This is an optimization exercise on Yosys and OpenROAD, whose aim is small area, not a production implementation. The clock port is modelled as an ideal driver, which makes a skipped or thinned clock tree look cheaper than it is; a real chip needs a root buffer or a tree. Power figures rest on the tool's default switching activity, not on a simulated workload.

exp/delta:
// uart_tx
module uart_tx(
    input clock, reset, result, compute,
    input [2:0] imgID,
    input [9:0] accuracy,
    input [8:0] bbx1, bby1, bbx2, bby2,
    output tx, txComplete
);
Size in the first run: roughly 320 cells after synthesis, ~70 flip-flops, about 55 I/O pins, about 3400 µm² of cells after synthesis.
clock: 10.0 ns
lec_check: 0
cap_margin: 20
core_margin: 2
core_utilization: 85
slew_margin: 20
standard.sh (not shown) runs the stock make flow with config.mk's settings and CLKGATE_MAP_FILE= SYNTH_SCRIPT=/design/flow/synth_recipe.tcl, a recipe that flattens the netlist after the stock synthesis.
==> flow/flow/run.sh <==
#!/bin/bash
# The standard layout (standard.sh) with three changes:
#  - synthesis maps the logic with an area-oriented ABC script,
#  - the port buffers are the smallest buffer, buf_1,
#  - the clock tree uses clkbuf_8 buffers and no dummy loads.
set -e
W=$PWD
export AREA_ABC_SCRIPT=$W/flow/area.abc
export BUFFER_PORTS_ARGS="-buffer_cell sky130_fd_sc_hd__buf_1"
export CTS_ARGS="-sink_clustering_enable -repair_clock_nets -sink_clustering_size 30 -sink_clustering_max_diameter 100 -buf_list ${CTS_BUFS:-sky130_fd_sc_hd__clkbuf_8} -dont_use_dummy_load"
bash standard.sh SYNTH_SCRIPT=$W/flow/synth.tcl finish > $W/standard.log 2>&1
==> flow/flow/area.abc <==
strash
&get -n
&fraig -x
&put
scorr
dc2
strash
&get -n
&dch -f
&nf -a -R 1000
&put
==> flow/flow/synth.tcl <==
# The standard flow's synthesis script (synth_recipe.tcl), with ABC's mapping script
# replaced by an area-oriented one (flow/area.abc).
proc synth {args} { yosys synth -nofsm -noshare {*}$args }
proc abc {args} {
  set i [lsearch $args -script]
  if {$i >= 0} { lset args [expr {$i+1}] $::env(AREA_ABC_SCRIPT) }
  yosys abc {*}$args
}
source $::env(SCRIPTS_DIR)/synth.tcl
# left out here: clear keep_hierarchy, flatten, clean up, hide names made inside functions, write 1_2_yosys.v
Status(exp/delta) = ERROR, stage = global routing (5_1_grt)
Modified inputs, exp/maple compared to exp/delta
Settings: CORE_UTILIZATION: 85 -> 75.
--- a/flow/flow/run.sh
+++ b/flow/flow/run.sh
@@ -5 +5 @@
-#  - the clock tree uses clkbuf_8 buffers and no dummy loads.
+#  - the clock tree uses clkbuf_4 buffers and no dummy loads.
@@ -10 +10 @@
-export CTS_ARGS="-sink_clustering_enable -repair_clock_nets -sink_clustering_size 30 -sink_clustering_max_diameter 100 -buf_list ${CTS_BUFS:-sky130_fd_sc_hd__clkbuf_8} -dont_use_dummy_load"
+export CTS_ARGS="-sink_clustering_enable -repair_clock_nets -sink_clustering_size 30 -sink_clustering_max_diameter 100 -buf_list ${CTS_BUFS:-sky130_fd_sc_hd__clkbuf_4} -dont_use_dummy_load"
Findings:
Comparing exp/delta and exp/maple, the one run not ending clean was exp/delta.
As far as area after synthesis goes, exp/delta and exp/maple are indistinguishable; the numbers are identical.
Relative to exp/delta, the floorplan die height measured on exp/maple has increased by a few percent.
Initial standard-cell utilization of the core on exp/maple is down relative to exp/delta.
Summary of exp/maple over exp/delta: post-synthesis share of cell area spent on xor and xnor gates flat; area of placed instances grew by about 0.3%.
Re number of placed I/O pins: no difference whatsoever between exp/delta and exp/maple.
In the metrics for exp/delta and exp/maple, the one carrying the higher HPWL reported at the end of detailed placement is exp/delta.
Total number of placement rows, exp/maple vs exp/delta: up by a few percent
exp/maple ends up with a pre-CTS setup slack that is 0.053 ns higher than in exp/delta.
Inputs modified between exp/maple and exp/willow:
Settings: changing CORE_UTILIZATION from 75 to 68.
==> flow/flow/run.sh <==
#!/bin/bash
# The standard layout (standard.sh) with these changes:
#  - synthesis maps the logic with an area-oriented ABC script (flow/area.abc),
#  - the port buffers are the smallest buffer, buf_1,
#  - the clock port drives four clkbuf_8 leaf buffers, one per quadrant of
#    the registers (flow/pre_cts.tcl), instead of TritonCTS's tree.
set -e
W=$PWD
export FLOW_DIR_OWN=$W/flow
export AREA_ABC_SCRIPT=$W/flow/area.abc
export BUFFER_PORTS_ARGS="-buffer_cell sky130_fd_sc_hd__buf_1"
export PRE_CTS_TCL=$W/flow/pre_cts.tcl
bash standard.sh SYNTH_SCRIPT=$W/flow/synth.tcl finish > $W/standard.log 2>&1
==> flow/flow/leafbuf.tcl (new file) <==
proc leaf_split {pts axis parts} {
  if {$parts <= 1} { return [list $pts] }
  set idx [expr {$axis == 0 ? 1 : 2}]
  set pts [lsort -integer -index $idx $pts]
  set h [expr {[llength $pts] / 2}]
  set a [lrange $pts 0 [expr {$h - 1}]]
  set b [lrange $pts $h end]
  set p2 [expr {$parts / 2}]
  return [concat [leaf_split $a [expr {1 - $axis}] $p2] [leaf_split $b [expr {1 - $axis}] $p2]]
}
proc leaf_clock_buffers {portnet bufcell k} {
  set block [ord::get_db_block]
  set clknet [$block findNet $portnet]
  set master [[ord::get_db] findMaster $bufcell]
  set pts {}
  foreach it [$clknet getITerms] {
    set b [[$it getInst] getBBox]
    lappend pts [list $it [expr {([$b xMin] + [$b xMax]) / 2}] [expr {([$b yMin] + [$b yMax]) / 2}]]
  }
  set g 0
  foreach grp [leaf_split $pts 1 $k] {
    set inst [odb::dbInst_create $block $master clkleaf_buf_$g]
    set net [odb::dbNet_create $block clkleaf_net_$g]
    $net setSigType CLOCK
    set sx 0; set sy 0
    foreach p $grp {
      set it [lindex $p 0]
      $it disconnect
      $it connect $net
      set sx [expr {$sx + [lindex $p 1]}]; set sy [expr {$sy + [lindex $p 2]}]
    }
    [$inst findITerm A] connect $clknet
    [$inst findITerm X] connect $net
    $inst setLocation [expr {$sx / [llength $grp]}] [expr {$sy / [llength $grp]}]
    $inst setPlacementStatus PLACED
    incr g
  }
}
==> flow/flow/pre_cts.tcl (new file) <==
# Sourced by ORFS's cts.tcl before its clock tree synthesis: the clock port
# drives four clkbuf_8 leaf buffers, one per quadrant of the registers, and
# TritonCTS is skipped.
source $::env(FLOW_DIR_OWN)/leafbuf.tcl
leaf_clock_buffers clock sky130_fd_sc_hd__clkbuf_8 4
proc clock_tree_synthesis {args} { puts "clock tree built by flow/pre_cts.tcl" }
==> comparison <==
Looking only at tap cell count, and setting everything else aside, the lower value of exp/maple and exp/willow goes to exp/maple. Taking exp/maple as the reference, in exp/willow global router's overall resource usage went down by 6.7 points, total number of multi-input combinational cells did not really move, die outline area rose 500 µm², transition at the pin with the smallest max-transition slack climbed 0.058 ns. exp/willow vs. exp/maple: sequential power share went up by 1.7 points. Compared with exp/maple, in exp/willow routed wire length decreased 470 µm; clock network latency to the later pin of the worst-skew pair went down 0.24 ns; final non-filler cell total rose by about 2.5%.
What exp/yarrow does differently from exp/willow at the input level:
==> flow/flow/run.sh <==
#!/bin/bash
# The standard layout (standard.sh) with three changes:
#  - synthesis maps the logic with an area-oriented ABC script,
#  - the port buffers are the smallest buffer, buf_1,
#  - the clock tree uses clkbuf_8 buffers and no dummy loads.
set -e
W=$PWD
export AREA_ABC_SCRIPT=$W/flow/area.abc
export BUFFER_PORTS_ARGS="-buffer_cell sky130_fd_sc_hd__buf_1"
export CTS_ARGS="-sink_clustering_enable -repair_clock_nets -sink_clustering_size 30 -sink_clustering_max_diameter 100 -buf_list ${CTS_BUFS:-sky130_fd_sc_hd__clkbuf_8} -dont_use_dummy_load"
bash standard.sh SYNTH_SCRIPT=$W/flow/synth.tcl finish > $W/standard.log 2>&1
removed: flow/flow/leafbuf.tcl
removed: flow/flow/pre_cts.tcl
- Comparing exp/yarrow and exp/willow, the higher combinational group share of total power was measured on exp/willow.
- Summary of exp/yarrow over exp/willow: fmax moved down, total net switching power moved up.
- On internal power of the cells: exp/yarrow sits above exp/willow.
- Taking exp/willow as the reference, in exp/yarrow total power higher; time the worst path needs with I/O delays and setup now larger.
- exp/yarrow | status: complete | timing, DRC, antenna: pass
- On period utilization, the higher figure sits with exp/yarrow, not exp/willow.
Input changes introduced in exp/ember (baseline for comparison: exp/yarrow):
Settings: swapping 68 for 85 in CORE_UTILIZATION.
--- a/flow/flow/run.sh
+++ b/flow/flow/run.sh
@@ -5 +5 @@
-#  - the clock tree uses clkbuf_8 buffers and no dummy loads.
+#  - the clock tree uses clkbuf_4 buffers and no dummy loads.
@@ -10 +10 @@
-export CTS_ARGS="-sink_clustering_enable -repair_clock_nets -sink_clustering_size 30 -sink_clustering_max_diameter 100 -buf_list ${CTS_BUFS:-sky130_fd_sc_hd__clkbuf_8} -dont_use_dummy_load"
+export CTS_ARGS="-sink_clustering_enable -repair_clock_nets -sink_clustering_size 30 -sink_clustering_max_diameter 100 -buf_list ${CTS_BUFS:-sky130_fd_sc_hd__clkbuf_4} -dont_use_dummy_load"
--- outcome ---
The remaining runs in exp/yarrow and exp/ember completed every stage, whereas exp/ember halted early. exp/ember vs exp/yarrow — worst slack at placement dropped 0.11 ns. Looking at exp/yarrow and exp/ember, the simple-gate share of the synthesized area is a wash. Re unique cell type count in the Yosys netlist: no difference whatsoever between exp/ember and exp/yarrow. As far as synthesized cell count goes, exp/yarrow and exp/ember are indistinguishable; the numbers are identical. The final reports for exp/ember and exp/yarrow show vertical die dimension lower in the former. From exp/yarrow to exp/ember the numbers moved as follows: final HPWL from detailed placement saw an increase, placement-stage cell area now sits lower. exp/ember vs exp/yarrow: die extent in x down by a little under 10%. For the cell row count, exp/ember came in 2 lower than exp/yarrow did. | area share of fa/ha/maj cells after synthesis | exp/ember vs exp/yarrow | ≈ equal |. Reported for exp/yarrow and exp/ember, post-synthesis register bit count turned out identical to the last digit.
No run of this note included a check of the RTL's function; only the layout flow was run. In exp/willow the design's own scripts or RTL, not TritonCTS, make the clock network.

[what the ideal ports hide]
How much do the figures lean on ideal ports? The routed layouts below were timed once more, with nothing changed but the port constraints.
Step 1, drivers: a clkbuf_16 drives clock and a buf_2 each remaining input, both assumed.
Step 2 moves the port delays by t, midway between the first and last clock arrival at a register: inputs arrive t later, outputs are due t later. That takes back most of the time a late clock gives input paths.
a / b / c = no drivers / after step 1 / after step 2; a / b = the first two.
| run | t, ns | setup slack, ns | hold WS [ns] | latest minus earliest clock arrival (ns) | slew at the worst register clock pin (ns) |
|---|---|---|---|---|---|
| exp/maple | 0.426 | 6.059 / 6.059 / 5.866 | 0.484 / 0.484 / 0.484 | 0.019 / 0.019 | 0.11 / 0.11 |
| exp/willow | 0.215 | 6.135 / 6.135 / 6.117 | 0.463 / 0.463 / 0.463 | 0.020 / 0.019 | 0.11 / 0.11 |
| exp/yarrow | 0.357 | 6.117 / 6.117 / 6.114 | 0.462 / 0.462 / 0.462 | 0.019 / 0.019 | 0.07 / 0.07 |
After both steps every run listed still meets setup and hold. For exp/maple, which loses most, drivers alone change the setup slack by 0.000 ns; drivers and shift together by -0.193 ns.
